This is an optimization exercise on Yosys and OpenROAD, whose aim is small area, a short achievable clock period and few clock cycles per item, not a production implementation.
RTL that was checked went through simulation tests only; none was proved equivalent to the original.
Function not checked in runs 2, 5 and 6: the RTL went through the layout flow alone.

## run.sh

```bash
#!/bin/bash
# synth_recipe.tcl (not shown) runs the flow's synth.tcl, then flattens the netlist and writes it again
# the make line also repeats each setting of config.mk as NAME=value (left out here)
make -C /OpenROAD-flow-scripts/flow DESIGN_CONFIG=/design/flow/config.mk WORK_HOME=/design/flow/orfs CLKGATE_MAP_FILE= SYNTH_SCRIPT=/design/flow/synth_recipe.tcl finish
```

## config.mk

```make
export PLATFORM = sky130hd
export DESIGN_NAME = top
export DESIGN_NICKNAME = top
export VERILOG_FILES = /design/flow/design.v
export SDC_FILE = /design/flow/constraint.sdc
export NUM_CORES = 4
export LEC_CHECK = 0
export CAP_MARGIN = 20
export CORE_MARGIN = 2
export CORE_UTILIZATION = 40
export SLEW_MARGIN = 20
```

## constraint.sdc

```tcl
create_clock -name core_clock -period 9.0 [get_ports {clock}]
set_input_delay 1.8000 -clock core_clock [delete_from_list [all_inputs] [get_ports {clock}]]
set_output_delay 1.8000 -clock core_clock [all_outputs]
set_load 0.01 [all_outputs]
```

## design.v

```verilog
module top(
    input start, op, reset, clock,
    input [31:0] data_a, data_b,
    output busy, ready,
    output [31:0] data_o
);
reg [1:0] EA;
reg [23:0] mantissa_a, mantissa_b;
reg [22:0] mantissa_o;
reg [24:0] mantissa_soma;
reg [7:0] expoente_a, expoente_b, expoente_o;
wire[7:0] expoente_calculo;
reg [1:0] count;
reg sinal_o;
wire complemento;
reg erro;
reg [23:0] mantissa_a_inv, mantissa_b_inv;
wire [23:0] mantissa_b_inv_wire, mantissa_a_inv_wire;
wire [7:0] expoente_calculo_1;
always @(posedge clock or posedge reset)
begin
    if(reset == 1'b1)
    begin
        EA <= 2'd0;
    end
    else
    begin
        case(EA)
            2'd0 : begin
                if(start == 1'b1)
                begin
                    EA <= 2'd1;
                end
            end
            2'd1 : begin
                if(count == 2'd3)
                begin
                    EA <= 2'd2;
                end
            end
            2'd2 : begin
                if(ready == 1'b1)
                begin
                    EA <= 2'd0;
                end
            end
        endcase   
    end
end
always @(posedge clock)
begin
    if((EA == 2'd0 || EA == 2'd2 || start == 1'b1) && EA != 2'd1)
    begin
        count <= 2'd0;
    end
    else
    begin
        count <= count + 1'd1;
    end
end
always @(posedge clock or posedge reset)
begin
    if(reset == 1'b1)
    begin
        mantissa_a <= 23'd0;
        mantissa_b <= 23'd0;
        mantissa_o <= 23'd0;
        expoente_a <= 8'd0;
        expoente_b <= 8'd0;
        expoente_o <= 8'd0;
    end
    else
    begin
        case(count)
        2'd0 : begin  
            mantissa_a <= data_a[22:0];
            mantissa_b <= data_b[22:0];
            expoente_a <= data_a[30:23] - 127;
            expoente_b <= data_b[30:23] - 127;
            if(expoente_a < 8'd127)
            begin
                mantissa_a[23] <= 1'b1;
            end
            else
            begin
                mantissa_a[23] <= 1'b1;
            end
            if(expoente_b < 8'd127)
            begin
                mantissa_b[23] <= 1'b1;
            end
            else
            begin
                mantissa_b[23] <= 1'b1;
            end
            if(complemento == 1'b1)
            begin   
                    if(expoente_a > expoente_b)
                    begin
                        sinal_o <= data_a[31];
                    end
                    else
                    begin
                        if(op == 1'b1)
                        begin
                        sinal_o <= ~data_b[31];
                        end
                        else
                        begin
                        sinal_o <= data_b[31];
                        end
                    end
            end
            else if(complemento == 1'b0)
            begin           
            sinal_o <= data_a[31];
            end
            mantissa_b_inv <= ~mantissa_b + 1'b1;
            mantissa_a_inv <= ~mantissa_a + 1'b1;
        end
        2'd1 : begin  
            if(expoente_a > expoente_b)
            begin
                mantissa_b <= mantissa_b >> expoente_calculo;
            end
            else
            begin
                mantissa_a <= mantissa_a >> expoente_calculo;
            end
            if(expoente_calculo > 8'd24)
                begin
                    erro <= 1'b0;
                end
                else
                begin
            if(complemento == 1'b0)
            begin
                if(expoente_a > expoente_b)
                begin
                    erro <= (expoente_calculo_1 < 8'd24) ? mantissa_b[expoente_calculo_1[4:0]] : 1'b0;
                end
                else
                begin
                    erro <= (expoente_calculo_1 < 8'd24) ? mantissa_a[expoente_calculo_1[4:0]] : 1'b0;
                end
            end
                end
                if(expoente_calculo > 8'd24)
                begin
                    erro <= 1'b0;
                end
                else
                begin
            if(complemento == 1'b1)
            begin
                if(expoente_a > expoente_b)
                begin
                    erro <= (expoente_calculo_1 < 8'd24) ? mantissa_b_inv[expoente_calculo_1[4:0]] : 1'b0;
                end
                else
                begin
                    erro <= (expoente_calculo_1 < 8'd24) ? mantissa_a_inv[expoente_calculo_1[4:0]] : 1'b0;
                end
            end
                end
        end
        2'd2 : begin  
              if(expoente_a > expoente_b)
            begin
                expoente_o <= data_a[30:23];
            end
            else
            begin
                expoente_o <= data_b[30:23];
            end  
            if(complemento == 1'b1)
                begin
                    if(expoente_a > expoente_b)
                    begin
                        mantissa_soma <= mantissa_a + mantissa_b_inv_wire;
                    end
                    else
                    begin
                        mantissa_soma <= mantissa_a_inv_wire + mantissa_b;
                    end
                    mantissa_soma[24] <= 1'b0;
                end
                else
                begin
                    mantissa_soma <= mantissa_a + mantissa_b;
                end 
        end
        2'd3 : begin  
            if(mantissa_soma[24] == 1'b1)
            begin
                expoente_o <= expoente_o + 1'd1;
                if(complemento == 1'b1)
                begin
                    mantissa_o <= mantissa_soma[23:1] - erro;
                end
                else
                begin
                    mantissa_o <= mantissa_soma[23:1] + erro;
                end
            end
            else
            begin
                if(complemento == 1'b1)
                begin
                    mantissa_o <= mantissa_soma[22:0] - erro;
                end
                else
                begin
                    mantissa_o <= mantissa_soma[22:0] + erro;
                end
            end
        end
        endcase
    end
end
assign data_o[31] = (EA == 2'd2) ? sinal_o : 1'b0;
assign data_o[30:23] = (EA == 2'd2) ? expoente_o : 8'd0;
assign data_o[22:0] = (EA == 2'd2) ? mantissa_o : 8'd0;
assign expoente_calculo = (expoente_a > expoente_b) ? (expoente_a - expoente_b) : (expoente_b > expoente_a) ? (expoente_b - expoente_a) : 8'd0;
assign busy = (EA == 2'd1) ? 1'b1 : 1'b0;
assign ready = (EA == 2'd2) ? 1'b1 : 1'b0;
assign complemento = ((op == 1'b1 && data_a[31] == data_b[31]) || (op == 1'b0 && data_a[31] != data_b[31])) ? 1'b1 : 1'b0;
assign mantissa_b_inv_wire = (expoente_calculo < 8'd24 && expoente_calculo_1 < 8'd24 && mantissa_b_inv[expoente_calculo_1[4:0]] == 1'b1) ? ~mantissa_b + 1'b1 : ~mantissa_b;
assign mantissa_a_inv_wire = (expoente_calculo < 8'd24 && expoente_calculo_1 < 8'd24 && mantissa_a_inv[expoente_calculo_1[4:0]] == 1'b1) ? ~mantissa_a + 1'b1 : ~mantissa_a;
assign expoente_calculo_1 = expoente_calculo - 8'd1;
endmodule
```

==> flow_summary.ini, run 1 <==
[place]
placedCellCount = 2617
gp_congestion = 0.943
place_ws_ns = 0.727
port-buffer-count = 101
dp_hpwl_mm = 42.7
place_area_mm2 = 0.0187

[clocking]
clkLatencyLatePin_ns = 0.47
clock_sinks = 174
clkTransAtPathRegs_ns = 0.07
numCtsBuffers = 17
root_buffer = clkbuf_16
htreeDepth = 4
clk_path_buf_depth = 2
cts_tree = done

[finish]
fin_nets = 2294
drive_gt1_share_pct = 8.77
area_growth_pct = 13.0
antennaDiodeCount = 0
final_area_mm2 = 0.0193
nFillCells = 4099
regArea_mm2 = 0.00472
layout.cells.non_filler = 2649
multi_input_area_mm2 = 0.0117

[yosys]
ys_ff_latch = 174
synthFlopType = dfrtp_1
synthCells = 2063
ys_types = 76
synthTopCellsByArea = dfrtp_1 (14%), edfxtp_1 (13%), ha_1 (9.0%), nand2_1 (5.5%), xnor2_1 (5.5%)
async_flop_share_pct = 55.7
synth.yosys.seq_area_share_pct = 27.6
synth-edff-count = 75
syn_avg_cell_area_um2 = 8.29
yosysMostFrequentCell = nand2_1
ys_warn_count = 1
synth_nets = 2260
yosys.area.top_type = dfrtp_1
synth_common_cells = nand2_1 (252), nor2_1 (185), a21oi_1 (172)
synthesis.area_mm2 = 0.0171
yosysTopAreaCellShare_pct = 14.2

[floorplanning]
rows = 75
ios = 102
die_h_um = 211
initial_core_util_pct = 40.7
design.core.area_mm2 = 0.0420
die_x_um = 211
die-area_mm2 = 0.0444

[critical_path]
path_max_fanout = 12
r2r_slack_ns = 0.63
rr_endpoint = mantissa_soma[23]
path_common_cell = a21oi_1
crit_start = expoente_a[5]
worstPathRequired_ns = 9.19
regToRegStartpoint = expoente_a[5]
r2r_cells = 31
cp-endpoint = mantissa_soma[23]
worstSetupPathType = reg -> reg
critPathCaptureType = flop
crit_slowest_cell = ha_1
max_stage_delay_ns = 0.64
startpoint_type = flop
cp.arrival_ns = 8.56

[grt]
grt_use_met3_pct = 3.85
met2_usage_pct = 41.9
busiest_layer = met2
antenna_found_initial = 0
grt_max_degree = 65
grt_usage_pct = 25.5
met1_usage_pct = 34.4
grt_pass1_wl_mm = 88.0
grt_overflow = 0
grt_pass1_vias = 15604

[drt]
vias = 15783
drt_iter0_drc = 1242
ant_nets = 0
viasPerCell = 5.96
firstDrtPassIters = 9
drc = 0
wl_per_cell_um = 21.3
routed_wl_mm = 56.5

[timing]
worst_pin_slew_ns = 1.01
fmax_ghz = 0.120
setup_viol = 0
setup_tns_ns = 0
slew_headroom_pct = 32.3
fin_skew_ns = 0.0185
timing.final.ws_setup_ns = 0.633
hold_violations = 0
fin_crit_sh_pct = 93.0
rsz0062_at_grt = false
slew_viol_final = 0
hold_ws_ns = 0.474
min_period_ns = 8.37

[run_status]
outcome = no timing/DRC/antenna violations

[worst_hold_path]
worstHoldPathType = reg -> reg

[run]
drv_cap = 0
-- cell usage in the layout (no fill, tap or decap), types with 6 or more instances in the layout --
cell             instances
mux2i_1                 67
or3_1                   17
o21a_1                  15
or2_2                    6
a21oi_1                170
or3_4                   16
o211ai_1                13
nand2b_1                11
a311oi_1                 8
clkdlybuf4s50_1        101
mux4_2                  22
o21bai_1                17
ha_1                   123
clkbuf_16               18
o21ai_0                129
and3_1                  40
xnor2_1                106
o22ai_1                 16
mux2_2                  41
a21boi_0                 7
xor2_1                  76
a31oi_1                 27
a211oi_1                21
and2_1                  46
a21o_1                  38
dfrtp_1                 97
fa_1                     6
inv_1                   58
nand2_1                252
a22oi_1                 16
a211o_1                  8
edfxtp_1                75
buf_4                   51
nor2_1                 185
nand3_1                 49
nand4_1                 10
nor3_1                  39
nor2b_1                 15
-- worst min-delay path by stage --
stage                   from  endpoint  cells after the start
floorplan           count[0]  count[0]                      1
global placement    count[0]  count[0]                      1
detailed placement  count[0]  count[0]                      1
CTS                 count[0]  count[0]                      1
global route        count[0]  count[0]                      1
finish              count[0]  count[0]                      1
-- state kept, by name, summed over array words and instances (netlist names), 8 cells and up --
name / flops
mantissa_b: 24
expoente_a: 8
mantissa_soma: 25
expoente_o: 8
mantissa_a: 24
mantissa_a_inv: 24
mantissa_o: 23
expoente_b: 8
mantissa_b_inv: 24
-- repair_timing --
| item | CTS | global route |
|---|---|---|
| setup buffers | 0 | 0 |
| hold buffers | 0 | 0 |
| endpoints found under the setup margin | 0 | 2 |
| resized for setup | 0 | 1 |
-- per-stage QoR --
step	utilization, %
final	46.0
after global routing	46.0
after CTS	46.0
after detailed placement	44.5
after global placement	44.5
after floorplan	-
-- final cells by class --
cell class	instances	area share, %
Inverter	60	1.18
Clock inverter	9	0.544
Clock buffer	23	2.58
Tap cell	539	3.49
Multi-Input combinational cell	1692	60.6
Timing Repair Buffer	152	7.21
Sequential cell	174	24.4
-- worst max-delay path: cells and delay by family (launching register included) --
kind,cells,cell delay (ns)
compound gates,16,4.17
xor+xnor,1,0.34
fa+ha+maj,3,1.38
buf+inv,4,0.53
flops,1,0.38
mux,1,0.40
simple gates,6,0.90
-- kinds of logic after synthesis --
family                   after synthesis  synth area share, %
buffers and inverters                197                 4.48
adder cells (fa/ha/maj)              129                 9.70
multiplexers                         130                 9.51
flip-flops                           174                 27.6
AO/OA/AOI/OAI                        541                 19.7
XOR/XNOR                             185                 9.55
AND/OR/NAND/NOR                      707                 19.5
-- per-layer routing --
| metal | up-vias | part of all wire (%) |
|---|---|---|
| met2 | 684 | 46 |
| met4 | 0 | 2.7 |
| met5 | - | 0 |
| met3 | 110 | 7.4 |
| met1 | 7519 | 44 |
| li1 | 7470 | - |
Testbench counts, summed over its fixed seeds: cycles 19,200, ops 3,200.
==> inputs of run 2 (changes only) <==
==> design.v (replaced) <==
module top(
    input start, op, reset, clock,
    input [31:0] data_a, data_b,
    output busy, ready,
    output [31:0] data_o
);
reg st1, st2;    
always @(posedge clock or posedge reset)
begin
    if(reset == 1'b1)
    begin
        st1 <= 1'b0;
        st2 <= 1'b0;
    end
    else
    begin
        st1 <= start & ~st1 & ~st2;
        st2 <= st1;
    end
end
assign busy  = st1;
assign ready = st2;
wire [7:0] xa = data_a[30:23];
wire [7:0] xb = data_b[30:23];
wire a127 = (xa == 8'd127);
wire b127 = (xb == 8'd127);
wire gt = ~a127 & (b127 | ((xa ^ 8'h80) > (xb ^ 8'h80)));
wire [7:0] dab = xa - xb;
wire [7:0] dba = xb - xa;
wire [7:0] d = gt ? dab : dba;
wire big  = (d[7:5] != 3'd0) | (d[4:3] == 2'b11 && d[2:0] != 3'd0);   
wire eq24 = (d == 8'd24);
wire [4:0] amt = d[4:0] | {5{big}};    
wire comp = op ^ data_a[31] ^ data_b[31];
wire sg = (comp & ~gt) ? (op ^ data_b[31]) : data_a[31];
wire [23:0] ma = {1'b1, data_a[22:0]};
wire [23:0] mb = {1'b1, data_b[22:0]};
wire za = ~|data_a[22:0];
wire zb = ~|data_b[22:0];
wire [22:0] ml = gt ? ma[22:0] : mb[22:0];    
wire [23:0] ms = gt ? mb : ma;                
wire [24:0] sh = {ms, 1'b0} >> amt;
wire [23:0] s = sh[24:1];
wire g = sh[0];
wire er24 = eq24 & (gt ? zb : za);
wire [23:0] t = comp ? ~{s[23:1], s[0] | er24} : s;
wire [23:0] lf = {1'b1, ml};
wire [23:0] hp = lf ^ t;
wire [23:0] hq = lf & t;
reg [22:0] r_a, r_b;
reg r_q24, r_x0, r_g, r_nc, r_gt, r_sg;
always @(posedge clock)
begin
    r_a   <= hp[23:1];
    r_b   <= hq[22:0];
    r_q24 <= hq[23];
    r_x0  <= hp[0];
    r_g   <= g & ~comp;
    r_nc  <= ~comp;
    r_gt  <= gt;
    r_sg  <= sg;
end
wire [22:0] pp = r_a ^ r_b;
wire [22:0] gg = r_a & r_b;
reg [22:0] gc, pc;    
reg [22:0] gn, pn;
integer l, i, k;
always @*
begin
    gc = gg;
    pc = pp;
    for (l = 0; l < 5; l = l + 1)
    begin
        gn = gc;
        pn = pc;
        for (i = 0; i < 23; i = i + 1)
            if (i & (1 << l))
            begin
                k = ((i >> l) << l) - 1;
                gn[i] = gc[i] | (pc[i] & gc[k]);
                pn[i] = pc[i] & pc[k];
            end
        gc = gn;
        pc = pn;
    end
end    
wire ov = r_nc & (gc[22] | r_q24);
wire e  = r_g & (ov | r_x0);
wire [22:0] cin = {gc[21:0], 1'b0} | ({pc[21:0], 1'b1} & {23{e}});
wire [22:0] u = pp ^ cin;    
wire [22:0] fr = ov ? u : {u[21:0], r_x0 ^ r_g};
wire [7:0] xl = r_gt ? xa : xb;
wire [7:0] xo = xl + {7'd0, ov};
assign data_o = {r_sg, xo, fr};
endmodule
--- a/config.mk
+++ b/config.mk
@@ -9,3 +9,4 @@
 export CORE_MARGIN = 2
-export CORE_UTILIZATION = 40
+export CORE_UTILIZATION = 60
+export SETUP_SLACK_MARGIN = 2
 export SLEW_MARGIN = 20
==> run 2 against run 1 <==
Worst hold slack got worse by 0.072 ns. Critical path depth down 14. First-iteration DRC count is 24% lower. Critical endpoint is now r_a[3].
==> flow_summary.ini, run 2 <==
[yosys]
synthFlopType = dfxtp_1
synthesis.area_mm2 = 0.00704
yosysMostFrequentCell = nand2_1
synthTopCellsByArea = dfxtp_1 (15%), ha_1 (11%), nand2_1 (8.7%), mux2i_1 (5.3%), a21oi_1 (4.7%)
syn_avg_cell_area_um2 = 7.22
synth.yosys.seq_area_share_pct = 15.5
ys_types = 82
yosysTopAreaCellShare_pct = 14.8
synth-edff-count = 0
ys_warn_count = 1
ys_ff_latch = 54
async_flop_share_pct = 3.70
synth_nets = 1108
yosys.area.top_type = dfxtp_1
synthCells = 974
synth_common_cells = nand2_1 (164), nor2_1 (67), a21oi_1 (66)

[critical_path]
path_max_fanout = 53
max_stage_delay_ns = 0.56
path_buf_inv = 4
cp_top_family = simple AND/OR/NAND/NOR gates
startpoint_type = input pin
worstPathRequired_ns = 9.17
critPathCaptureType = flop
cp.arrival_ns = 7.02
crit_start = data_a[25]
path_cells = clkdlybuf4s50_1, inv_1, ha_1, nor2b_4, o31a_1, or4_4, a221oi_4, inv_2, buf_4, mux2_2, nor3_1, a21o_1, or3_1, nor3_1, a311oi_1, or4b_1, ha_1
regToRegStartpoint = st1
cp.depth = 17
worstSetupPathType = in -> reg
crit_slowest_cell = clkdlybuf4s50_1
r2r_cells = 1

[place]
port-buffer-count = 101
dp_hpwl_mm = 18.2
gp_congestion = 1.10

[finish]
drive_gt1_share_pct = 6.44
antennaDiodeCount = 0
largestRegisters = r_a (23), r_b (23)
final_common_cell = nand2_1
area_growth_pct = 18.7
fin_nets = 1173
nFillCells = 936
final_cell_mix = nand2_1 (164), clkdlybuf4s50_1 (101), nor2_1 (67)
fin_util_pct = 73.1

[drt]
drt_iter0_drc = 940
drc = 0
vias = 7936
firstDrtPassIters = 6
ant_nets = 0
viasPerCell = 6.71
routed_wl_mm = 23.4
wl_per_cell_um = 19.8

[timing]
hold_violations = 0
setup_viol = 0
rsz0062_at_grt = true
worst_pin_slew_ns = 0.999
fmax_ghz = 0.146
min_period_ns = 6.85
fin_crit_sh_pct = 76.1
setup_tns_ns = 0
fin_skew_ns = 0.00000600
slew_viol_final = 0
slew_headroom_pct = 33.1

[worst_hold_path]
hold_start = st1
min_path_cells = 0
worstHoldPathType = reg -> reg

[floorplanning]
die_h_um = 112
die_x_um = 112
die-area_mm2 = 0.0126
initial_core_util_pct = 61.6
design.core.area_mm2 = 0.0114
rows = 39
ios = 102

[clocking]
numCtsBuffers = 5
htreeDepth = 2
clkTransAtPathRegs_ns = 0.06
clock_sinks = 54
root_buffer = clkbuf_16
clk_path_buf_depth = 2
clkLatencyLatePin_ns = 0.28
cts_tree = done
postCtsHoldBufs = 0

[run_status]
outcome = no timing/DRC/antenna violations

[grt]
grt_pass1_vias = 7160
grt_overflow = 0
grt_usage_pct = 35.6
antenna_found_initial = 0
grt_max_degree = 54
grt_pass1_wl_mm = 36.7

[run]
drv_cap = 0
[run 2: changes by cell type after synthesis, sizes merged, moves of 60 or more]
cell    delta
clkbuf    -69
xor2      -67
ha        -60
edfxtp    -75
dfrtp     -95
o21ai     -86
a21oi    -104
nor2     -120
nand2     -88
xnor2     -70
[run 2: routing by layer]
layer  vias to the layer above  share of wire, %  global-route usage (%)
met5                         -                 0                       0
met4                         0               5.1                    16.1
met3                       104                10                    6.53
met2                       509                44                    57.3
met1                      3572                40                    46.6
li1                       3751                 -                       -
[run 2: per-stage QoR]
step           setup slack [ns]  cells  hold WS, ns  cell area [µm²]
4_1_cts                    2.07   1182        0.400             8260
3_3_place_gp               1.53   1172        0.388             8060
6_report                   2.15   1183        0.401             8350
5_1_grt                    1.96   1183        0.427             8350
2_1_floorplan              3.03    974        0.435             7040
3_5_place_dp               1.47   1172        0.386             8060
[run 2: cell families after synthesis]
| logic type | Yosys count | share of synthesized area (%) |
|---|---|---|
| XOR/XNOR | 47 | 5.85 |
| AO/OA/AOI/OAI | 291 | 28.6 |
| flip-flops | 54 | 15.5 |
| adder cells (fa/ha/maj) | 66 | 12.1 |
| buffers and inverters | 94 | 5.69 |
| AND/OR/NAND/NOR | 370 | 24.5 |
| multiplexers | 52 | 7.75 |
[run 2: area by class of cell]
class	count	area, µm²	area share, %
flip-flops and latches	54	1090	13.1
well taps	143	179	2.14
repair buffers	117	1140	13.7
clock buffers	7	133	1.59
clock inverters	1	30.0	0.360
inverters	35	134	1.60
multi-input cells	826	5640	67.6
[run 2: timing repair]
action | 4_1_cts | 5_1_grt
pin swaps | 1 | 1
cloned | 0 | 0
setup buffers | 2 | 1
endpoints found under the hold margin | 0 | 0
gates resized for setup | 6 | 16
endpoints found under the setup margin | 27 | 23
[run 2: worst paths after layout]
path / to / slack (ns)
max: r_a[3] / 2.15
min: st2 / 0.40
max reg2reg: st1 / 8.33
min reg2reg: st2 / 0.40
max in group asynchronous: st2 / 7.22
min in group asynchronous: st1 / 1.68
==> inputs of run 3 (changes only) <==
--- a/design.v
+++ b/design.v
@@ -26,5 +26,7 @@
 wire b127 = (xb == 8'd127);
-wire gt = ~a127 & (b127 | ((xa ^ 8'h80) > (xb ^ 8'h80)));
+wire [7:0] dba;
+wire bor;
+assign {bor, dba} = {1'b0, xb ^ 8'h80} - {1'b0, xa ^ 8'h80};
 wire [7:0] dab = xa - xb;
-wire [7:0] dba = xb - xa;
+wire gt = ~a127 & (b127 | bor);
 wire [7:0] d = gt ? dab : dba;
@@ -49,3 +51,5 @@
 wire [23:0] hq = lf & t;
-reg [22:0] r_a, r_b;
+wire [22:0] up = hp[23:1] ^ hq[22:0];
+wire [22:0] ug = hp[23:1] & hq[22:0];
+reg [22:0] r_p, r_k;
 reg r_q24, r_x0, r_g, r_nc, r_gt, r_sg;
@@ -53,4 +57,4 @@
 begin
-    r_a   <= hp[23:1];
-    r_b   <= hq[22:0];
+    r_p   <= up;
+    r_k   <= ug;
     r_q24 <= hq[23];
@@ -62,4 +66,4 @@
 end
-wire [22:0] pp = r_a ^ r_b;
-wire [22:0] gg = r_a & r_b;
+wire [22:0] pp = r_p;
+wire [22:0] gg = r_k;
 reg [22:0] gc, pc;    
==> flow/run.sh (new file) <==
#!/bin/bash
export BUFFER_PORTS_ARGS="-buffer_cell sky130_fd_sc_hd__buf_1"
bash standard.sh > standard.log 2>&1
==> standard.sh (new file) <==
#!/bin/bash
# synth_recipe.tcl (not shown) runs the flow's synth.tcl, then flattens the netlist and writes it again
# the make line also repeats each setting of config.mk as NAME=value (left out here)
make -C /OpenROAD-flow-scripts/flow DESIGN_CONFIG=/design/flow/config.mk WORK_HOME=/design/flow/orfs CLKGATE_MAP_FILE= SYNTH_SCRIPT=/design/flow/synth_recipe.tcl "${@:-finish}"
--- a/config.mk
+++ b/config.mk
@@ -10,3 +10,3 @@
 export CORE_UTILIZATION = 60
-export SETUP_SLACK_MARGIN = 2
+export SETUP_SLACK_MARGIN = 3.5
 export SLEW_MARGIN = 20
removed: run.sh
==> run 3 against run 2 <==
Routed wire length rose by 13%. Synthesized cell count fell by 9.9%. Via count rose by 2.7%. Cell count barely moved. Sequential cell count did not move. Die area fell by 6.3%. Non-clock buffer count rose by 81. Clock-buffer cell count fell by 1. Critical path type unchanged. Largest cell class unchanged. Highest routed layer unchanged.
==> flow_summary.ini, run 3 <==
[clocking]
clock_sinks = 54
numCtsBuffers = 5
clk_path_buf_depth = 2
clkTransAtPathRegs_ns = 0.09
htreeDepth = 2
clkLatencyLatePin_ns = 0.30
cts_tree = done
root_buffer = clkbuf_8

[floorplanning]
ios = 102
design.core.area_mm2 = 0.0107
rows = 38
die_x_um = 109
initial_core_util_pct = 61.2
die_h_um = 109
die-area_mm2 = 0.0118

[finish]
area_growth_pct = 34.5
nFillCells = 651
drive_gt1_share_pct = 26.2
final_common_cell = nand2_1
antennaDiodeCount = 0
largestRegisters = r_k (23), r_p (23)
final_cell_mix = nand2_1 (151), buf_1 (90), buf_4 (73)
layout.cells.non_filler = 1184
fin_nets = 1177
fin_util_pct = 82.3

[grt]
grt_usage_pct = 38.9
antenna_found_initial = 0
grt_max_degree = 35
grt_pass1_vias = 7132
grt_pass1_wl_mm = 36.1
grt_overflow = 0

[yosys]
synthesis.area_mm2 = 0.00658
synthFlopType = dfxtp_1
synth-edff-count = 0
yosys.area.top_type = dfxtp_1
syn_avg_cell_area_um2 = 7.49
yosysMostFrequentCell = nand2_1
synth_nets = 1012
ys_warn_count = 1
ys_types = 89
synthCells = 878
yosysTopAreaCellShare_pct = 15.8
ys_ff_latch = 54
synthTopCellsByArea = dfxtp_1 (16%), ha_1 (12%), nand2_1 (9.0%), mux2i_1 (6.4%), xnor2_1 (5.1%)
synth_common_cells = nand2_1 (158), ha_1 (64), nor2_1 (58)
synth.yosys.seq_area_share_pct = 16.6
async_flop_share_pct = 3.70

[timing]
hold_ws_ns = 0.413
fmax_ghz = 0.175
fin_crit_sh_pct = 63.6
timing.final.ws_setup_ns = 3.28
setup_tns_ns = 0
fin_skew_ns = 0.0000410
min_period_ns = 5.72
slew_viol_final = 0
rsz0062_at_grt = true
setup_viol = 0
hold_violations = 0
slew_headroom_pct = 51.3
worst_pin_slew_ns = 0.730

[critical_path]
path_max_fanout = 9
r2r_slack_ns = 8.31
critPathCaptureType = flop
cp.arrival_ns = 5.97
startpoint_type = input pin
worstPathRequired_ns = 9.25
worstSetupPathType = in -> reg

[drt]
drt_iter0_drc = 1014
viasPerCell = 6.89
routed_wl_mm = 26.4
ant_nets = 0
wl_per_cell_um = 22.3
vias = 8153
drc = 0
firstDrtPassIters = 8

[place]
place_ws_ns = 1.77
port-buffer-count = 101
gp_congestion = 1.01
dp_hpwl_mm = 16.8
placedCellCount = 1080

[worst_hold_path]
worstHoldPathType = reg -> reg

[run_status]
outcome = no timing/DRC/antenna violations

[run]
drv_cap = 0
==> run 3: timing repair <==
| action | CTS | global route |
|---|---|---|
| gates resized for setup | 96 | 96 |
| setup endpoints to repair | 67 | 53 |
| hold buffers | 0 | 0 |
| setup buffers | 64 | 28 |
| pin swaps | 43 | 52 |
| gates cloned | 4 | 0 |
==> run 3: routing by layer <==
layer	track usage, %	up-vias	wire (µm)
li1	-	3553	-
met1	49.8	3793	9630
met2	66.2	618	12100
met3	3.59	189	2820
met4	17.8	0	1800
met5	0	-	0
==> run 3: final cells by class <==
type / instances / area, µm² / area share [%]
Tap cell: 140 / 175 / 1.98
Clock buffer: 6 / 82.6 / 0.933
Multi-Input combinational cell: 755 / 6050 / 68.3
Inverter: 28 / 125 / 1.41
Timing Repair Buffer: 198 / 1310 / 14.8
Sequential cell: 54 / 1090 / 12.3
Timing Repair inverter: 1 / 6.26 / 0.0707
Clock inverter: 2 / 12.5 / 0.141
==> run 3: logic make-up (layout without fill, tap and decap cells) <==
family	count (synthesis)	in the layout	synth area share, %
AOI/OAI and AO/OA	225	225	24.1
xor gates and xnor gates	48	48	6.39
adders and majority gates	66	66	12.8
buffers and inverters	72	235	4.87
DFF	54	54	16.6
muxes	55	55	8.90
and+or+nand+nor	358	361	26.4
==> run 3: final timing paths <==
check / cells after the start / from / to
max in group asynchronous: 2 / reset / st2
min: 0 / st1 / st2
max: 21 / data_a[25] / r_p[2]
min reg2reg: 0 / st1 / st2
min in group asynchronous: 2 / reset / st1
max reg2reg: 1 / st1 / st1
==> run 3: critical path, cell delays in order <==
cell	delay, ns
clkbuf_2	0.15
inv_2	0.07
ha_4	0.25
nor2b_4	0.14
buf_4	0.13
o21a_4	0.22
o21a_1	0.20
o211ai_1	0.38
nand2_2	0.18
a311oi_4	0.31
buf_4	0.19
nor2_4	0.04
buf_12	0.15
buf_12	0.13
mux4_2	0.34
mux2i_2	0.22
mux2i_1	0.16
a21oi_2	0.19
xnor2_1	0.13
ha_1	0.25
ha_2	0.32
==> run 3: stage by stage <==
stage          instance area (µm²)
4_1_cts                       8140
3_3_place_gp                  7070
2_1_floorplan                 6710
3_5_place_dp                  7070
6_report                      8850
5_1_grt                       8850
Testbench counts of run 3, summed over its fixed seeds: cycles 9,600, ops 3,200.
==> inputs of run 4 (changes only) <==
--- a/config.mk
+++ b/config.mk
@@ -10,3 +10,3 @@
 export CORE_UTILIZATION = 60
-export SETUP_SLACK_MARGIN = 3.5
+export SETUP_SLACK_MARGIN = 2
 export SLEW_MARGIN = 20
==> run 4 against run 3 <==
Clock skew about the same. Routed wire length decreased by 18%. Synthesized area stayed put. Utilization is 16 points lower. Via count is 12% lower. Global-route usage down 3.0 points. Sequential share of layout area increased by 3.0 points. Largest cell class unchanged. Die area unchanged.
==> flow_summary.ini, run 4 <==
[yosys]
synth.yosys.seq_area_share_pct = 16.6
synth_common_cells = nand2_1 (158), ha_1 (64), nor2_1 (58)
yosysMostFrequentCell = nand2_1
ys_ff_latch = 54
syn_avg_cell_area_um2 = 7.49
synthFlopType = dfxtp_1
synth-edff-count = 0
yosysTopAreaCellShare_pct = 15.8
ys_warn_count = 1
async_flop_share_pct = 3.70
synthTopCellsByArea = dfxtp_1 (16%), ha_1 (12%), nand2_1 (9.0%), mux2i_1 (6.4%), xnor2_1 (5.1%)
synthCells = 878
synth_nets = 1012
synthesis.area_mm2 = 0.00658
ys_types = 89
yosys.area.top_type = dfxtp_1

[run_status]
outcome = no timing/DRC/antenna violations

[critical_path]
startpoint_type = input pin
regToRegStartpoint = st1
path_max_fanout = 20
critPathCaptureType = flop
worstSetupPathType = in -> reg
worstPathRequired_ns = 9.20
cp.arrival_ns = 6.83
crit_start = data_b[23]

[clocking]
root_buffer = clkbuf_8
htreeDepth = 2
clock_sinks = 54
clkLatencyLatePin_ns = 0.30
clkTransAtPathRegs_ns = 0.10
cts_tree = done
clk_path_buf_depth = 2
numCtsBuffers = 5

[grt]
grt_usage_pct = 35.9
antenna_found_initial = 0
grt_pass1_vias = 6534
grt_max_degree = 56
grt_pass1_wl_mm = 33.5
grt_overflow = 0

[timing]
slew_headroom_pct = 36.4
slew_viol_final = 0
setup_tns_ns = 0
hold_violations = 0
timing.final.ws_setup_ns = 2.37
fmax_ghz = 0.151
min_period_ns = 6.63
rsz0062_at_grt = false
worst_pin_slew_ns = 0.954
fin_skew_ns = 0.00000708
setup_viol = 0
fin_crit_sh_pct = 73.6

[drt]
routed_wl_mm = 21.7
viasPerCell = 6.59
firstDrtPassIters = 6
wl_per_cell_um = 19.9
vias = 7205
ant_nets = 0
drt_iter0_drc = 1023
drc = 0

[finish]
area_growth_pct = 8.43
regArea_mm2 = 0.00109
nFillCells = 926
final_common_cell = nand2_1
final_area_mm2 = 0.00713
final_cell_mix = nand2_1 (158), buf_1 (101), ha_1 (64)
largestRegisters = r_k (23), r_p (23)
multi_input_area_mm2 = 0.00520
drive_gt1_share_pct = 6.61
antennaDiodeCount = 0
fin_nets = 1086

[floorplanning]
ios = 102
die-area_mm2 = 0.0118
die_h_um = 109
rows = 38
initial_core_util_pct = 61.2
die_x_um = 109
design.core.area_mm2 = 0.0107

[run]
drv_cap = 0

[place]
port-buffer-count = 101
dp_hpwl_mm = 17.0
place_ws_ns = 1.81
gp_congestion = 0.971
place_area_mm2 = 0.00696

[worst_hold_path]
worstHoldPathType = reg -> reg
hold_start = st1
[run 4: logic make-up after synthesis]
family / synth area share [%]
flip-flops: 16.6
AO/OA/AOI/OAI: 24.1
adder cells (fa/ha/maj): 12.8
buffers and inverters: 4.87
multiplexers: 8.90
AND/OR/NAND/NOR: 26.4
XOR/XNOR: 6.39
[run 4: per-layer routing]
layer | GRT usage, % | part of all wire (%)
met5 | 0 | 0
met2 | 60.5 | 46
met3 | 4.60 | 9.2
met1 | 46.5 | 41
met4 | 14.1 | 4.2
[run 4: area by class of cell]
| cell class | instances | share of cell area [%] |
|---|---|---|
| multi-input cells | 753 | 72.9 |
| repair buffers | 110 | 6.26 |
| clock inverters | 3 | 0.614 |
| clock buffers | 5 | 0.965 |
| well taps | 140 | 2.46 |
| flip-flops and latches | 54 | 15.3 |
| inverters | 28 | 1.47 |
[run 4: critical path: stages]
cell and delay (ns):
buf_1 0.13, inv_1 0.08, ha_1 0.21, fa_1 0.39
nor2b_1 0.23, o21ai_1 0.15, and4_4 0.26, nor2_8 0.33
mux2_4 0.39, a311oi_4 0.15, buf_4 0.23, nor3_4 0.48
mux2i_1 0.29, mux2i_1 0.13, a211oi_1 0.53, a22oi_1 0.24
xnor2_1 0.23, ha_1 0.28, ha_1 0.29
[run 4: metrics by stage]
step	std cells	hold slack, ns	util, %
2_1_floorplan	878	0.435	-
3_3_place_gp	1081	0.385	64.8
3_5_place_dp	1081	0.407	64.8
4_1_cts	1089	0.428	65.8
5_1_grt	1093	0.450	66.4
6_report	1093	0.422	66.4
[run 4: worst paths after layout]
check,to,slack (ns),depth (start not counted)
max,r_p[8],2.37,19
min,st2,0.42,0
max reg2reg,st1,8.31,1
min reg2reg,st2,0.42,0
max in group asynchronous,st1,7.59,2
min in group asynchronous,st2,1.30,2
[run 4: repair_timing]
item / 4_1_cts / 5_1_grt
gates resized for setup: 0 / 4
endpoints found under the setup margin: 0 / 33
hold endpoints to repair: 0 / 0
hold buffers: 0 / 0
buffers inserted: 0 / 3
==> inputs of run 5 (changes only) <==
--- a/design.v
+++ b/design.v
@@ -48,22 +48,21 @@
 wire [23:0] t = comp ? ~{s[23:1], s[0] | er24} : s;
-wire [23:0] lf = {1'b1, ml};
-wire [23:0] hp = lf ^ t;
-wire [23:0] hq = lf & t;
-wire [22:0] up = hp[23:1] ^ hq[22:0];
-wire [22:0] ug = hp[23:1] & hq[22:0];
-reg [22:0] r_p, r_k;
-reg r_q24, r_x0, r_g, r_nc, r_gt, r_sg;
+reg [22:0] r_l;
+reg [23:0] r_t;
+reg r_g, r_nc, r_gt, r_sg;
 always @(posedge clock)
 begin
-    r_p   <= up;
-    r_k   <= ug;
-    r_q24 <= hq[23];
-    r_x0  <= hp[0];
-    r_g   <= g & ~comp;
-    r_nc  <= ~comp;
-    r_gt  <= gt;
-    r_sg  <= sg;
+    r_l  <= ml;
+    r_t  <= t;
+    r_g  <= g & ~comp;
+    r_nc <= ~comp;
+    r_gt <= gt;
+    r_sg <= sg;
 end
-wire [22:0] pp = r_p;
-wire [22:0] gg = r_k;
+wire [23:0] lf = {1'b1, r_l};
+wire [23:0] hp = lf ^ r_t;
+wire [23:0] hq = lf & r_t;
+wire x0  = hp[0];
+wire q24 = hq[23];
+wire [22:0] pp = hp[23:1] ^ hq[22:0];
+wire [22:0] gg = hp[23:1] & hq[22:0];
 reg [22:0] gc, pc;    
@@ -90,7 +89,7 @@
 end    
-wire ov = r_nc & (gc[22] | r_q24);
-wire e  = r_g & (ov | r_x0);
+wire ov = r_nc & (gc[22] | q24);
+wire e  = r_g & (ov | x0);
 wire [22:0] cin = {gc[21:0], 1'b0} | ({pc[21:0], 1'b1} & {23{e}});
 wire [22:0] u = pp ^ cin;    
-wire [22:0] fr = ov ? u : {u[21:0], r_x0 ^ r_g};
+wire [22:0] fr = ov ? u : {u[21:0], x0 ^ r_g};
 wire [7:0] xl = r_gt ? xa : xb;
==> run 5 against run 4 <==
First-iteration DRC count is 0.68% lower. Global-route usage is 1.7 points lower. Sequential share of layout area is 0.36 points higher. Largest cell class unchanged. Critical endpoint is now r_t[15]. Synthesized cell count is 0.11% higher. Synthesized area is 3.5% lower. Routed wire length is 7.6% lower.
==> flow_summary.ini, run 5 <==
[run_status]
outcome = no timing/DRC/antenna violations

[timing]
worst_pin_slew_ns = 0.935
fmax_ghz = 0.147
hold_violations = 0
min_period_ns = 6.80
fin_skew_ns = 0.0000328
setup_tns_ns = 0
setup_viol = 0
slew_headroom_pct = 37.6
rsz0062_at_grt = true
slew_viol_final = 0
fin_crit_sh_pct = 75.5

[finish]
nFillCells = 975
largest_reg_flops = 24
final_common_cell = nand2_1
fin_util_pct = 66.6
antennaDiodeCount = 0
drive_gt1_share_pct = 5.06
top_register = r_t
fin_nets = 1081
largestRegisters = r_t (24), r_l (23)
final_cell_mix = nand2_1 (185), buf_1 (101), ha_1 (63)
area_growth_pct = 7.79

[run]
drv_cap = 0

[clocking]
cts_resized = 0
clkTransAtPathRegs_ns = 0.09
clock_sinks = 53
clk_path_buf_depth = 2
clkLatencyLatePin_ns = 0.31
numCtsBuffers = 5
cts_tree = done
root_buffer = clkbuf_8
postCtsHoldBufs = 0
post_cts_buffers = 0
htreeDepth = 2

[yosys]
synthCells = 879
async_flop_share_pct = 3.77
synthTopCellsByArea = dfxtp_1 (16%), ha_1 (12%), nand2_1 (11%), xnor2_1 (5.4%), a21oi_1 (4.7%)
ys_warn_count = 1
ys_ff_latch = 53
synth_common_cells = nand2_1 (186), ha_1 (63), a21oi_1 (60)
synthFlopType = dfxtp_1
synth.yosys.seq_area_share_pct = 16.9
yosys.area.top_type = dfxtp_1
ys_types = 82
synth-edff-count = 0
yosysMostFrequentCell = nand2_1
yosysTopAreaCellShare_pct = 16.1
synth_nets = 1012
synthesis.area_mm2 = 0.00635
syn_avg_cell_area_um2 = 7.22

[floorplanning]
design.core.area_mm2 = 0.0103
die-area_mm2 = 0.0114
die_h_um = 107
die_x_um = 107
initial_core_util_pct = 61.8
ios = 102
rows = 37

[critical_path]
startpoint_type = input pin
path_cells = buf_1, inv_1, ha_1, and3_2, o21ai_2, a211oi_4, or2_2, buf_4, or4_4, a32oi_4, nand2_1, nand3_1, o31ai_1, a211oi_1, mux2_2, nand2_1, xnor2_1
worstSetupPathType = in -> reg
max_stage_delay_ns = 0.65
cp.arrival_ns = 6.98
crit_slowest_cell = a211oi_1
critPathCaptureType = flop
path_max_fanout = 39
path_common_cell = nand2_1
worstPathRequired_ns = 9.19

[grt]
grt_pass1_wl_mm = 31.3
grt_pass1_vias = 6179
grt_usage_pct = 34.1
grt_overflow = 0
grt_max_degree = 56
antenna_found_initial = 1

[drt]
viasPerCell = 6.38
routed_wl_mm = 20.1
wl_per_cell_um = 18.5
ant_nets = 0
vias = 6920
firstDrtPassIters = 5
drt_iter0_drc = 1016
drc = 0

[worst_hold_path]
worstHoldPathType = reg -> reg

[place]
port-buffer-count = 101
gp_congestion = 1.08
dp_hpwl_mm = 15.8
-- run 5: cell count changes in the layout (fill, tap and decap cells not counted), moves of 5 or more --
cell	delta
nor2_1	-10
a21o_1	+5
nand2_1	+27
and3_1	-5
o21ai_1	+5
a21oi_1	+11
o21ai_0	+7
mux2i_1	-12
-- run 5: final timing paths --
path / from / endpoint / slack (ns) / cells after the start
worst max-delay path: data_a[26] / r_t[15] / 2.20 / 17
worst min-delay path: st1 / st2 / 0.41 / 0
worst max register to register: st1 / st1 / 8.29 / 1
worst min register to register: st1 / st2 / 0.41 / 0
max in group asynchronous: reset / st1 / 7.60 / 2
min in group asynchronous: reset / st2 / 1.29 / 2
-- run 5: routing by layer --
layer | wire length (µm) | vias to the layer above | track usage [%]
li1 | - | 3303 | -
met1 | 8690 | 3203 | 47.2
met2 | 9050 | 350 | 55.6
met3 | 1670 | 62 | 3.34
met4 | 655 | 2 | 11.7
met5 | 16 | - | 0
-- run 5: final cells by class --
| cell class | instances | area [µm²] | share of cell area (%) |
|---|---|---|---|
| Multi-Input combinational cell | 750 | 4930 | 72.1 |
| Sequential cell | 53 | 1070 | 15.7 |
| Timing Repair Buffer | 107 | 424 | 6.20 |
| Tap cell | 136 | 170 | 2.49 |
| Inverter | 31 | 123 | 1.79 |
| Clock buffer | 6 | 82.6 | 1.21 |
| Clock inverter | 2 | 37.5 | 0.549 |
-- run 5: cell families after synthesis --
family	synth area share, %
muxes	5.85
and+or+nand+nor	26.2
adders and majority gates	13.0
buffers and inverters	5.78
xor gates and xnor gates	6.62
DFF	16.9
AOI/OAI and AO/OA	25.6
-- run 5: per-stage QoR --
step	hold WS (ns)	cell area (µm²)	setup WS [ns]	std cells
floorplan	0.435	6350	3.31	879
global placement	0.384	6700	1.91	1077
detailed placement	0.388	6700	1.77	1077
CTS	0.407	6820	2.08	1085
global route	0.422	6840	1.92	1085
finish	0.409	6840	2.20	1085
-- run 5: critical path: cells and delay by family --
| family | cells | cell delay [ns] |
|---|---|---|
| AND/OR/NAND/NOR | 6 | 2.20 |
| AO/OA/AOI/OAI | 5 | 1.47 |
| buffers and inverters | 3 | 0.65 |
| adder cells (fa/ha/maj) | 1 | 0.41 |
| multiplexers | 1 | 0.28 |
| XOR/XNOR | 1 | 0.14 |
==> inputs of run 6 (changes only) <==
--- a/config.mk
+++ b/config.mk
@@ -10,3 +10,3 @@
 export CORE_UTILIZATION = 60
-export SETUP_SLACK_MARGIN = 2
+export SETUP_SLACK_MARGIN = 1.2
 export SLEW_MARGIN = 20
==> run 6 against run 5 <==
Sequential cell count unchanged. Cell count unchanged. Sequential share of layout area about the same. Worst hold slack about the same. Highest routed layer unchanged. Utilization down 0.19 points. Synthesized area unchanged. Synthesized cell count unchanged. Design area down 0.29%. Routed wire length down 0.21%.
==> flow_summary.ini, run 6 <==
[run]
drv_cap = 0

[floorplanning]
ios = 102
rows = 37
die_h_um = 107
die_x_um = 107
initial_core_util_pct = 61.8
die-area_mm2 = 0.0114
design.core.area_mm2 = 0.0103

[grt]
grt_pass1_wl_mm = 31.3
grt_max_degree = 56
grt_overflow = 0
grt_usage_pct = 34.1
antenna_found_initial = 1
grt_pass1_vias = 6179

[timing]
fmax_ghz = 0.140
timing.final.ws_setup_ns = 1.87
fin_crit_sh_pct = 79.2
slew_viol_final = 0
hold_violations = 0
worst_pin_slew_ns = 1.02
min_period_ns = 7.13
slew_headroom_pct = 32.2
rsz0062_at_grt = false
setup_viol = 0
fin_skew_ns = 0.0000327
setup_tns_ns = 0

[yosys]
yosys.area.top_type = dfxtp_1
synth_top_family_by_area = simple AND/OR/NAND/NOR gates
synth_common_cells = nand2_1 (186), ha_1 (63), a21oi_1 (60)
synth_compound_area_share_pct = 25.6
yosys.area_share.simple_pct = 26.2
synth_nets = 1012
synthesis.area_mm2 = 0.00635
synthFlopType = dfxtp_1
yosysTopAreaCellShare_pct = 16.1
synth-edff-count = 0
ys_ff_latch = 53
synth.yosys.seq_area_share_pct = 16.9
muxShareOfSynthArea_pct = 5.85
synthAdderAreaFrac_pct = 13.0
syn_avg_cell_area_um2 = 7.22
yosysMostFrequentCell = nand2_1
synthXorXnorAreaFrac_pct = 6.62
ys_warn_count = 1
async_flop_share_pct = 3.77
synthTopCellsByArea = dfxtp_1 (16%), ha_1 (12%), nand2_1 (11%), xnor2_1 (5.4%), a21oi_1 (4.7%)
synthCells = 879
ys_types = 82

[worst_hold_path]
hold_start = st1
worstHoldPathType = reg -> reg
min_path_cells = 0

[drt]
firstDrtPassIters = 6
drt_iter0_drc = 906
vias = 6950
drc = 0
routed_wl_mm = 20.0
wl_per_cell_um = 18.5
ant_nets = 0
viasPerCell = 6.41

[critical_path]
crit_slowest_cell = xnor2_1
regToRegStartpoint = st1
worstSetupPathType = in -> reg
startpoint_type = input pin
worstPathRequired_ns = 9.16
max_stage_delay_ns = 0.71
r2r_cells = 1
path_buf_inv = 3
path_max_fanout = 55
crit_start = data_b[23]
critPathCaptureType = flop
path_cells = buf_1, inv_1, ha_1, fa_1, nor2b_1, o21ai_2, a211oi_4, or2_2, inv_4, mux2i_1, xnor2_1, nand2_1, nor2_1, a21oi_1, and4_1, a2111oi_0, o311ai_1
cp.depth = 17
cp_top_family = simple AND/OR/NAND/NOR gates
cp.arrival_ns = 7.29

[clocking]
clkLatencyLatePin_ns = 0.31
postCtsHoldBufs = 0
clock_sinks = 53
cts_resized = 0
clk_path_buf_depth = 2
clkTransAtPathRegs_ns = 0.09
root_buffer = clkbuf_8
htreeDepth = 2
post_cts_buffers = 0
cts_tree = done
numCtsBuffers = 5

[finish]
final_common_cell = nand2_1
antennaDiodeCount = 0
nFillCells = 981
drive_gt1_share_pct = 4.64
largestRegisters = r_t (24), r_l (23)
area_growth_pct = 7.47
top_register = r_t
fin_nets = 1081
final_cell_mix = nand2_1 (186), buf_1 (101), ha_1 (63)
largest_reg_flops = 24

[run_status]
outcome = no timing/DRC/antenna violations

[place]
dp_hpwl_mm = 15.8
gp_congestion = 1.08
port-buffer-count = 101
place_ws_ns = 1.77
[run 6: per-stage QoR]
stage	utilization (%)	hold WS, ns	instances	instance area, µm²
CTS	66.4	0.407	1085	6820
global route	66.4	0.422	1085	6820
global placement	65.2	0.384	1077	6700
floorplan	-	0.435	879	6350
finish	66.4	0.408	1085	6820
detailed placement	65.2	0.388	1077	6700
[run 6: cell type report]
cell class | instances | area, µm² | share of cell area, %
multi-input combinational | 750 | 4920 | 72.1
sequential | 53 | 1070 | 15.7
timing repair buffer | 107 | 424 | 6.22
tap | 136 | 170 | 2.49
inverter | 31 | 119 | 1.74
clock buffer | 6 | 82.6 | 1.21
clock inverter | 2 | 37.5 | 0.550
[run 6: path summary, 6_finish.rpt]
path                       endpoint  slack, ns
min in group asynchronous       st2       1.29
setup reg to reg                st1       8.29
max in group asynchronous       st1       7.60
hold reg to reg                 st2       0.41
setup / recovery             r_t[5]       1.87
hold / removal                  st2       0.41
[run 6: cells by family after synthesis]
group,count (synthesis)
AOI/OAI and AO/OA,238
xor gates and xnor gates,48
adders and majority gates,65
buffers and inverters,76
DFF,53
muxes,36
and+or+nand+nor,363
[run 6: per-layer routing]
| layer | vias up | part of all wire [%] | track usage, % |
|---|---|---|---|
| li1 | 3305 | - | - |
| met1 | 3232 | 44 | 47.2 |
| met2 | 354 | 46 | 55.6 |
| met3 | 57 | 7.4 | 3.34 |
| met4 | 2 | 2.9 | 11.7 |
| met5 | - | 0.080 | 0 |
==> inputs of run 7 (changes only) <==
--- a/design.v
+++ b/design.v
@@ -47,3 +47,3 @@
 wire er24 = eq24 & (gt ? zb : za);
-wire [23:0] t = comp ? ~{s[23:1], s[0] | er24} : s;
+wire [23:0] sx = {s[23:1], s[0] | (er24 & comp)};
 reg [22:0] r_l;
@@ -54,3 +54,3 @@
     r_l  <= ml;
-    r_t  <= t;
+    r_t  <= sx;
     r_g  <= g & ~comp;
@@ -61,4 +61,5 @@
 wire [23:0] lf = {1'b1, r_l};
-wire [23:0] hp = lf ^ r_t;
-wire [23:0] hq = lf & r_t;
+wire [23:0] tt = r_t ^ {24{~r_nc}};    
+wire [23:0] hp = lf ^ tt;
+wire [23:0] hq = lf & tt;
 wire x0  = hp[0];
--- a/config.mk
+++ b/config.mk
@@ -10,3 +10,3 @@
 export CORE_UTILIZATION = 60
-export SETUP_SLACK_MARGIN = 1.2
+export SETUP_SLACK_MARGIN = 2
 export SLEW_MARGIN = 20
==> run 7 against run 6 <==
Still clean on timing, DRC and antenna. Critical endpoint is now data_o[22]. Clock skew is essentially flat. Maximum frequency grew 6.9%. Cell count shrank 4.9%. Routed wire length shrank 1.6%. Register-to-register slack is essentially flat. Critical path depth is the same. Non-clock buffer count is the same. First-iteration DRC count grew 0.77%. Utilization grew 0.69 points. Via count shrank 4.1%.
==> flow_summary.ini, run 7 <==
[grt]
grt_usage_pct = 33.3
met1_usage_pct = 44.3
grt_pass1_vias = 6003
antenna_found_initial = 0
grt_pass1_wl_mm = 30.7
grt_max_degree = 46
busiest_layer = met2
grt_overflow = 0
met2_usage_pct = 54.9
grt_use_met3_pct = 4.48

[place]
placedCellCount = 1022
gp_congestion = 1.02
place_area_mm2 = 0.00684
dp_hpwl_mm = 15.7
port-buffer-count = 101

[floorplanning]
initial_core_util_pct = 62.2
design.core.area_mm2 = 0.0104
rows = 37
die_x_um = 108
die_h_um = 108
ios = 102
die-area_mm2 = 0.0116

[critical_path]
path_common_cell = a21oi_1
cp.arrival_ns = 4.87
r2r_cells = 1
worstPathRequired_ns = 7.20
cp.depth = 17
crit_start = r_nc
path_buf_inv = 2
max_stage_delay_ns = 0.74
crit_slowest_cell = o31ai_1
critPathCaptureType = output pin
startpoint_type = flop
cp-endpoint = data_o[22]
r2r_slack_ns = 8.30
path_cells = buf_4, xnor2_1, ha_1, ha_1, a21o_1, a21o_1, a21oi_1, o21ai_0, a21oi_1, o211a_1, o31ai_1, a21bo_2, a21oi_1, o21ai_0, a21oi_1, a311oi_1, buf_1
worstSetupPathType = reg -> out
regToRegStartpoint = st1
cp_top_family = compound AO/OA/AOI/OAI gates
rr_endpoint = st1
path_max_fanout = 27

[finish]
final_common_cell = buf_1
area_growth_pct = 7.84
final_cell_mix = buf_1 (101), nand2_1 (99), ha_1 (63)
fin_nets = 1028
largestRegisters = r_t (24), r_l (23)
drive_gt1_share_pct = 7.81
largest_reg_flops = 24
antennaDiodeCount = 0
layout.cells.non_filler = 1032
top_register = r_t
final_area_mm2 = 0.00695

[yosys]
ys_ff_latch = 53
syn_avg_cell_area_um2 = 7.81
yosysMostFrequentCell = nand2_1
synth_nets = 959
synth_common_cells = nand2_1 (99), ha_1 (63), nor2_1 (56)
synth-edff-count = 0
synthesis.area_mm2 = 0.00645
ys_warn_count = 1
synthCells = 826
synth.yosys.seq_area_share_pct = 16.6
ys_types = 79
synthFlopType = dfxtp_1
yosys.area.top_type = dfxtp_1
synthTopCellsByArea = dfxtp_1 (16%), ha_1 (12%), mux2i_1 (7.5%), nand2_1 (5.8%), mux2_2 (5.4%)
async_flop_share_pct = 3.77
yosysTopAreaCellShare_pct = 15.8

[clocking]
root_buffer = clkbuf_8
clkLatencyLatePin_ns = 0.32
numCtsBuffers = 5
clk_path_buf_depth = 2
clkTransAtPathRegs_ns = 0.11
htreeDepth = 2
cts_tree = done
clock_sinks = 53

[drt]
ant_nets = 0
viasPerCell = 6.46
drt_iter0_drc = 913
drc = 0
wl_per_cell_um = 19.1
routed_wl_mm = 19.7
vias = 6662
firstDrtPassIters = 7

[worst_hold_path]
worstHoldPathType = reg -> reg

[timing]
setup_tns_ns = 0
fin_crit_sh_pct = 74.1
fin_skew_ns = 0.0000705
slew_headroom_pct = 37.8
fmax_ghz = 0.150
setup_viol = 0
worst_pin_slew_ns = 0.931
hold_ws_ns = 0.425
min_period_ns = 6.67
hold_violations = 0
rsz0062_at_grt = false
slew_viol_final = 0

[run_status]
outcome = no timing/DRC/antenna violations

[run]
drv_cap = 0
-- run 7: cell types whose count changed after synthesis, moves of 7 or more --
| cell | previous run | this run |
|---|---|---|
| clkbuf_1 | 23 | 30 |
| mux2i_1 | 30 | 48 |
| mux2_2 | 5 | 31 |
| buf_6 | 7 | 0 |
| o21ai_1 | 10 | 2 |
| a21oi_1 | 60 | 48 |
| o21ai_0 | 45 | 37 |
| nand2_1 | 186 | 99 |
| nor2_1 | 48 | 56 |
-- run 7: final cells by class --
class                      count  area, µm²
clock buffer                   5       68.8
sequential                    53       1070
inverter                      34        131
tap                          136        170
fill                         930       3420
multi-input combinational    693       5060
clock inverter                 3       26.3
timing repair buffer         107        424
timing repair inverter         1       5.00
-- run 7: cells by family (layout without fill, tap and decap cells) --
logic type	after synthesis	in the layout	synth area share (%)
fa+ha+maj	65	65	12.8
mux	82	82	13.5
xor+xnor	56	56	7.84
buf+inv	80	150	5.12
compound gates	215	215	23.5
flops	53	53	16.6
simple gates	275	275	20.6
-- run 7: timing repair --
| action | in CTS | in global routing |
|---|---|---|
| hold endpoints to repair | 0 | 0 |
| hold buffers | 0 | 0 |
| endpoints found under the setup margin | 0 | 7 |
| buffers inserted | 0 | 1 |
| gates resized for setup | 0 | 2 |
-- run 7: how the worst min path moves through the flow --
stage,from,end,depth (start not counted)
after floorplan,st1,st2,0
after global placement,st1,st2,0
after detailed placement,st1,st2,0
after CTS,st1,st2,0
after global routing,st1,st2,0
final,st1,st2,0
-- run 7: through the flow --
stage / worst slack (ns) / utilization, %
2_1_floorplan: 2.76 / -
3_3_place_gp: 2.09 / 65.9
3_5_place_dp: 1.99 / 65.9
4_1_cts: 2.10 / 66.8
5_1_grt: 2.02 / 67.1
6_report: 2.33 / 67.1
-- run 7: per-layer routing --
| metal | vias up | wire length, µm |
|---|---|---|
| li1 | 3166 | - |
| met1 | 3103 | 8240 |
| met2 | 327 | 9320 |
| met3 | 66 | 1460 |
| met4 | 0 | 685 |
| met5 | - | 0 |
Testbench counts of run 7, summed over its fixed seeds: cycles 9,600, ops 3,200.
==> inputs of run 8 (changes only) <==
--- a/config.mk
+++ b/config.mk
@@ -9,3 +9,3 @@
 export CORE_MARGIN = 2
-export CORE_UTILIZATION = 60
+export CORE_UTILIZATION = 72
 export SETUP_SLACK_MARGIN = 2
==> run 8 against run 7 <==
First-iteration DRC count decreased by 10%. Critical endpoint is now r_t[0]. Die area decreased by 16%. Global-route usage increased by 7.8 points. Cell count decreased by 2.5%. Clock skew about the same. Critical path type is now in -> reg. Synthesized area unchanged. Via count increased by 3.8%. Worst hold slack about the same.
==> flow_summary.ini, run 8 <==
[critical_path]
path_cells = buf_1, inv_1, ha_1, and3_4, a221oi_2, o311ai_4, buf_4, inv_2, buf_4, nand2_1, nand2_1, a31oi_1, and2_1, mux2i_1, nand2_1, a31o_1, o21a_1, a221oi_2
critPathCaptureType = flop
startpoint_type = input pin
crit_start = data_a[27]
crit_slowest_cell = and2_1
cp.arrival_ns = 7.07
cp_top_family = compound AO/OA/AOI/OAI gates
max_stage_delay_ns = 0.70
worstSetupPathType = in -> reg
regToRegStartpoint = st1
path_max_fanout = 45
path_buf_inv = 5
worstPathRequired_ns = 9.20
path_common_cell = nand2_1

[drt]
firstDrtPassIters = 6
routed_wl_mm = 20.7
viasPerCell = 6.87
drc = 0
drt_iter0_drc = 818
vias = 6914
wl_per_cell_um = 20.6
ant_nets = 0

[timing]
hold_violations = 0
setup_viol = 0
fin_crit_sh_pct = 76.3
timing.final.ws_setup_ns = 2.13
fin_skew_ns = 0.0000191
rsz0062_at_grt = false
slew_viol_final = 0
min_period_ns = 6.87
fmax_ghz = 0.146
slew_headroom_pct = 33.7
worst_pin_slew_ns = 0.992
setup_tns_ns = 0

[finish]
final_cell_mix = buf_1 (101), nand2_1 (99), ha_1 (63)
drive_gt1_share_pct = 8.02
top_register = r_t
area_growth_pct = 7.55
largest_reg_flops = 24
antennaDiodeCount = 0
final_common_cell = buf_1
fin_nets = 1030
largestRegisters = r_t (24), r_l (23)

[place]
port-buffer-count = 101
dp_hpwl_mm = 16.2
gp_congestion = 1.07
place_ws_ns = 1.90

[clocking]
htreeDepth = 2
postCtsHoldBufs = 0
numCtsBuffers = 5
clk_path_buf_depth = 2
clkLatencyLatePin_ns = 0.32
root_buffer = clkbuf_8
cts_tree = done
clock_sinks = 53
clkTransAtPathRegs_ns = 0.11

[yosys]
synthesis.area_mm2 = 0.00645
synthXorXnorAreaFrac_pct = 7.84
synthAdderAreaFrac_pct = 12.8
yosys.area.top_type = dfxtp_1
synth_compound_area_share_pct = 23.5
synthFlopType = dfxtp_1
syn_avg_cell_area_um2 = 7.81
synth_nets = 959
async_flop_share_pct = 3.77
synth_common_cells = nand2_1 (99), ha_1 (63), nor2_1 (56)
yosysTopAreaCellShare_pct = 15.8
ys_ff_latch = 53
muxShareOfSynthArea_pct = 13.5
synth_top_family_by_area = compound AO/OA/AOI/OAI gates
synth.yosys.seq_area_share_pct = 16.6
synth-edff-count = 0
yosys.area_share.simple_pct = 20.6
ys_types = 79
yosysMostFrequentCell = nand2_1
synthCells = 826
synthTopCellsByArea = dfxtp_1 (16%), ha_1 (12%), mux2i_1 (7.5%), nand2_1 (5.8%), mux2_2 (5.4%)
ys_warn_count = 1

[worst_hold_path]
hold_start = st1
worstHoldPathType = reg -> reg

[floorplanning]
ios = 102
die-area_mm2 = 0.00973
design.core.area_mm2 = 0.00872
initial_core_util_pct = 73.9
die_h_um = 98.6
die_x_um = 98.6
rows = 34

[grt]
grt_overflow = 0
grt_usage_pct = 41.1
grt_max_degree = 46
antenna_found_initial = 0
grt_pass1_vias = 6472
grt_pass1_wl_mm = 32.8

[run]
drv_cap = 0

[run_status]
outcome = no timing/DRC/antenna violations
[run 8: kinds of logic (layout without fill, tap and decap cells)]
kind of cell / Yosys count / in the layout
AOI/OAI and AO/OA: 215 / 215
xor gates and xnor gates: 56 / 56
adders and majority gates: 65 / 65
buffers and inverters: 80 / 152
DFF: 53 / 53
muxes: 82 / 82
and+or+nand+nor: 275 / 275
[run 8: per-stage QoR]
step	hold WS [ns]	std cells	cell area, µm²	util [%]
floorplan	0.435	826	6450	-
global placement	0.385	995	6810	78.1
detailed placement	0.396	995	6810	78.1
CTS	0.424	1003	6910	79.2
finish	0.426	1006	6940	79.5
global route	0.436	1006	6940	79.5
[run 8: timing repair]
action / 4_1_cts / 5_1_grt
resized for setup: 2 / 2
gates cloned: 0 / 1
pin swaps: 0 / 0
endpoints found under the setup margin: 13 / 6
endpoints found under the hold margin: 0 / 0
setup buffers: 0 / 2
[run 8: worst paths after layout]
check,cells past startpoint,end,slack (ns)
worst max-delay path,18,r_t[0],2.13
worst min-delay path,0,st2,0.43
worst max register to register,1,st1,8.30
worst min register to register,0,st2,0.43
max in group asynchronous,2,st2,7.62
min in group asynchronous,2,st1,1.28
[run 8: cell type report]
cell class	count	area (µm²)
multi-input combinational	693	5050
fill	597	1790
sequential	53	1070
timing repair buffer	109	439
tap	108	135
inverter	34	131
clock buffer	5	68.8
clock inverter	3	26.3
timing repair inverter	1	5.00
[run 8: metal layers]
layer | vias to the layer above | part of all wire, % | GRT usage, %
met4 | 0 | 5.9 | 19.1
met5 | - | 0 | 0
met2 | 507 | 46 | 69.6
met3 | 129 | 9.6 | 7.09
met1 | 3118 | 38 | 51.0
li1 | 3160 | - | -

[separate check: timing with driven ports]
No port has a modelled driver above. Below, the same layouts with a new extraction and two added sets of constraints. Step 1 sets driving cells, clkbuf_16 on the clock port and buf_2 on the other inputs (assumed; they add their load-dependent delay and slew). Step 2 adds t to the input delays and takes it off the output delays; t is the mean of the earliest and latest rising clock arrival at the registers after step 1. Input paths then give back, and output paths get back, about the clock's delay inside the block. Slacks: no drivers / after step 1 / after step 2; pairs: no drivers / after step 1.
| run | t (ns) | setup WS [ns] | hold WS [ns] | clock arrival spread, ns |
|---|---|---|---|---|
| run 1 | 0.512 | 0.633 / 0.633 / 0.633 | 0.474 / 0.474 / 0.474 | 0.019 / 0.019 |
| run 2 | 0.320 | 2.147 / 2.161 / 1.841 | 0.401 / 0.401 / 0.401 | 0.010 / 0.010 |
| run 3 | 0.332 | 3.275 / 3.268 / 2.936 | 0.413 / 0.413 / 0.413 | 0.011 / 0.012 |
| run 4 | 0.332 | 2.374 / 2.370 / 2.038 | 0.422 / 0.422 / 0.422 | 0.015 / 0.015 |
| run 5 | 0.330 | 2.205 / 2.209 / 1.880 | 0.409 / 0.409 / 0.409 | 0.010 / 0.011 |
| run 6 | 0.333 | 1.874 / 1.880 / 1.547 | 0.408 / 0.408 / 0.408 | 0.009 / 0.010 |
| run 7 | 0.342 | 2.332 / 2.300 / 2.066 | 0.425 / 0.425 / 0.425 | 0.022 / 0.022 |
| run 8 | 0.344 | 2.133 / 2.141 / 1.797 | 0.426 / 0.426 / 0.426 | 0.016 / 0.016 |
After both steps setup and hold are still met in every run listed. For run 3, which loses most, drivers alone change the setup slack by -0.007 ns; drivers and shift together by -0.339 ns.
